What follows belongs to an exercise in optimizing a design on an open flow for small area and a short achievable clock period; a production flow would make more cautious choices.

==> build 27: inputs <==
==> flow/design.v (excerpt) <==
module complex(clk, a0, a1, b0, b1, im, re);
  input clk;
  input [7:0] a0, a1, b0, b1;
  output reg [15:0] im, re;
  wire [15:0] re_d, im_d;
  wire rs1;
  wire rc2;
  wire rs3;
  wire rc4;
  wire rs5;
  wire rc6;
  wire rs7;
  wire rc8;
  wire rs9;
  wire rc10;
  wire rs11;
  wire rc12;
  wire rs13;
  wire rc14;
  wire rs15;
  wire rc16;
  wire rs17;
  wire rc18;
  wire rs19;
  wire rc20;
  wire rs21;
  wire rc22;
  wire rs23;
  wire rc24;
  wire rs25;
  wire rc26;
  wire rs27;
  wire rc28;
  wire rs29;
  wire rc30;
  wire rs31;
  wire rc32;
  wire rs33;
  wire rc34;
  wire rs35;
  wire rc36;
  wire rs37;
  wire rc38;
  wire rs39;
  wire rc40;
  wire rs41;
  wire rc42;
  wire rs43;
  wire rc44;
  wire rs45;
  wire rc46;
  wire rs47;
  wire rc48;
  wire rs49;
  wire rc50;
  wire rs51;
  wire rc52;
  wire rs53;
  wire rc54;
  wire rs55;
  wire rc56;
  wire rs57;
  wire rc58;
  wire rs59;
  wire rc60;
  wire rs61;
  wire rc62;
  wire rs63;
  wire rc64;
  wire rn65;
  wire rs66;
  wire rc67;
  wire rs68;
  wire rc69;
  wire rs70;
  wire rc71;
  wire rs72;
  wire rc73;
  wire rs74;
  wire rc75;
  wire rs76;
  wire rc77;
  wire rs78;
  wire rc79;
  wire rs80;
  wire rc81;
  wire rs82;
  wire rc83;
  wire rs84;
  wire rc85;
  wire rs86;
  wire rc87;
  wire rs88;
  wire rc89;
  wire rs90;
  wire rc91;
  wire rs92;
  wire rc93;
  wire rs94;
  wire rc95;
  wire rs96;
  wire rc97;
  wire rs98;
  wire rc99;
  wire rs100;
  wire rc101;
  wire rs102;
  wire rc103;
  wire rs104;
  wire rc105;
  wire rs106;
  wire rc107;
  wire rs108;
  wire rc109;
  wire rs110;
  wire rc111;
  wire rs112;
  wire rc113;
  wire rs114;
  wire rc115;
  wire rs116;
  wire rc117;
  wire rs118;
  wire rc119;
  wire rs120;
  wire rc121;
  wire rn122;
  wire rs123;
  wire rc124;
  wire rs125;
  wire rc126;
  wire rs127;
  wire rc128;
  wire rs129;
  wire rc130;
  wire rs131;
  wire rc132;
  wire rs133;
  wire rc134;
  wire rs135;
  wire rc136;
  wire rs137;
  wire rc138;
  wire rs139;
  wire rc140;
  wire rs141;
  wire rc142;
  wire rs143;
  wire rc144;
  wire rs145;
  wire rc146;
  wire rs147;
  wire rc148;
  wire rs149;
  wire rc150;
  wire rs151;
  wire rc152;
  wire rs153;
  wire rc154;
  ...
clock: 10.0 ns
lec_check: 0
cap_margin: 20
core_margin: 2
core_utilization: 40
place_density: 0.6
setup_slack_margin: 4.2
slew_margin: 20
synth_hierarchical: 1
run.sh (not shown) runs the stock make flow with config.mk's settings and CLKGATE_MAP_FILE= SYNTH_SCRIPT=/design/flow/synth_recipe.tcl, a recipe that flattens the netlist after the stock synthesis.
==> build 18: changes against build 27 <==
--- a/flow/config.mk
+++ b/flow/config.mk
@@ -10,5 +10,5 @@
 export CORE_UTILIZATION = 40
 export PLACE_DENSITY = 0.6
-export SETUP_SLACK_MARGIN = 4.2
+export SETUP_SLACK_MARGIN = 3.8
 export SLEW_MARGIN = 20
 export SYNTH_HIERARCHICAL = 1
==> trial 44: changes against build 27 <==
--- a/flow/config.mk
+++ b/flow/config.mk
@@ -10,5 +10,5 @@
 export CORE_UTILIZATION = 40
 export PLACE_DENSITY = 0.6
-export SETUP_SLACK_MARGIN = 4.2
+export SETUP_SLACK_MARGIN = 3.5
 export SLEW_MARGIN = 20
 export SYNTH_HIERARCHICAL = 1
==> run summary <==
Build 18 ran to the end with no violations. Build 27 finished with timing, DRC and antenna clean. Trial 44 passed the timing, DRC and antenna checks.
The highest via count belongs to build 27, the lowest to trial 44.
In synthesized cell count, build 18 and build 27 do not differ.
The highest global-route usage belongs to build 27, the lowest to trial 44.
Sequential share of layout area, lowest first: build 27, build 18, trial 44.
Routed wire length: build 27 > build 18 > trial 44.
Die area is the same in build 18 and build 27.
No run of this note included a check of the RTL's function; only the layout flow was run.

---

==> trial 87 <==
Another version of the RTL of complex (not shown whole).
Settings: LEC_CHECK=0, CAP_MARGIN=20, CORE_MARGIN=2, CORE_UTILIZATION=40, CTS_BUF_LIST=sky130_fd_sc_hd__clkbuf_8, CTS_CLUSTER_DIAMETER=200, CTS_CLUSTER_SIZE=32, PLACE_DENSITY=0.6, SETUP_SLACK_MARGIN=4.6, SLEW_MARGIN=20, SYNTH_HIERARCHICAL=1; clock period 10.0 ns.
standard.sh (not shown) runs the stock make flow with config.mk's settings and CLKGATE_MAP_FILE= SYNTH_SCRIPT=/design/flow/synth_recipe.tcl, a recipe that flattens the netlist after the stock synthesis.
==> flow/flow/run.sh <==
#!/bin/bash
set -o pipefail
export BUFFER_PORTS_ARGS="-buffer_cell sky130_fd_sc_hd__buf_1"
cp standard.sh standard_sh.txt 2>/dev/null
bash standard.sh > standard.log 2>&1
==> trial 91 (differences from trial 87) <==
--- a/flow/config.mk
+++ b/flow/config.mk
@@ -13,5 +13,5 @@
 export CTS_CLUSTER_SIZE = 32
 export PLACE_DENSITY = 0.6
-export SETUP_SLACK_MARGIN = 4.6
+export SETUP_SLACK_MARGIN = 4.2
 export SLEW_MARGIN = 20
 export SYNTH_HIERARCHICAL = 1
==> impl_metrics.json <==
{
  "run_status": "complete, no violations",
  "wl_met3_um": 1200,
  "post-route-util": 0.477,
  "combPwrFrac": 0.862,
  "drive_gt1_frac": 0.216,
  "hold_start": "a1[0]",
  "clock_power_uw": 133
}
That was trial 87.
==> impl_metrics.json <==
{
  "ctsHtreeMaxLevel": 2,
  "ff_latch_area_sq_um": 641,
  "hold_start": "a0[0]",
  "combPwrFrac": 0.853,
  "post-route-util": 0.451,
  "run_status": "complete, no violations",
  "drive_gt1_frac": 0.147
}
That was trial 91.
No functional check of the RTL was part of any run of this note.

separate check: timing with driven ports:
The results above use ideal ports. As a check the final layouts listed here were re-extracted and re-timed, cells and wires unchanged.
Step 1, drivers: a clkbuf_16 drives clk and a buf_2 each remaining input, both assumed.
Step 2, shift: input delay + t, output delay - t, t = (earliest + latest rising clock arrival at the registers) / 2. This alone moves slack from input paths to output paths.
a / b / c = ideal / step 1 / step 2; a / b = the first two.
run	t (ns)	slack for setup (ns)	clock arrival spread, ns	cell pins on the clock port's net
build 27	0.336	4.166 / 4.162 / 3.826	0.007 / 0.007	1
build 18	0.329	3.915 / 3.916 / 3.587	0.007 / 0.007	1
trial 44	0.333	3.715 / 3.735 / 3.402	0.004 / 0.004	1
trial 87	0.354	4.308 / 4.278 / 3.924	0.008 / 0.008	1
trial 91	0.347	4.312 / 4.311 / 3.963	0.007 / 0.007	1
After both steps every run listed still meets setup and hold. The setup slack of trial 87, which loses most, moves by -0.030 ns with the drivers and by -0.384 ns with both steps.
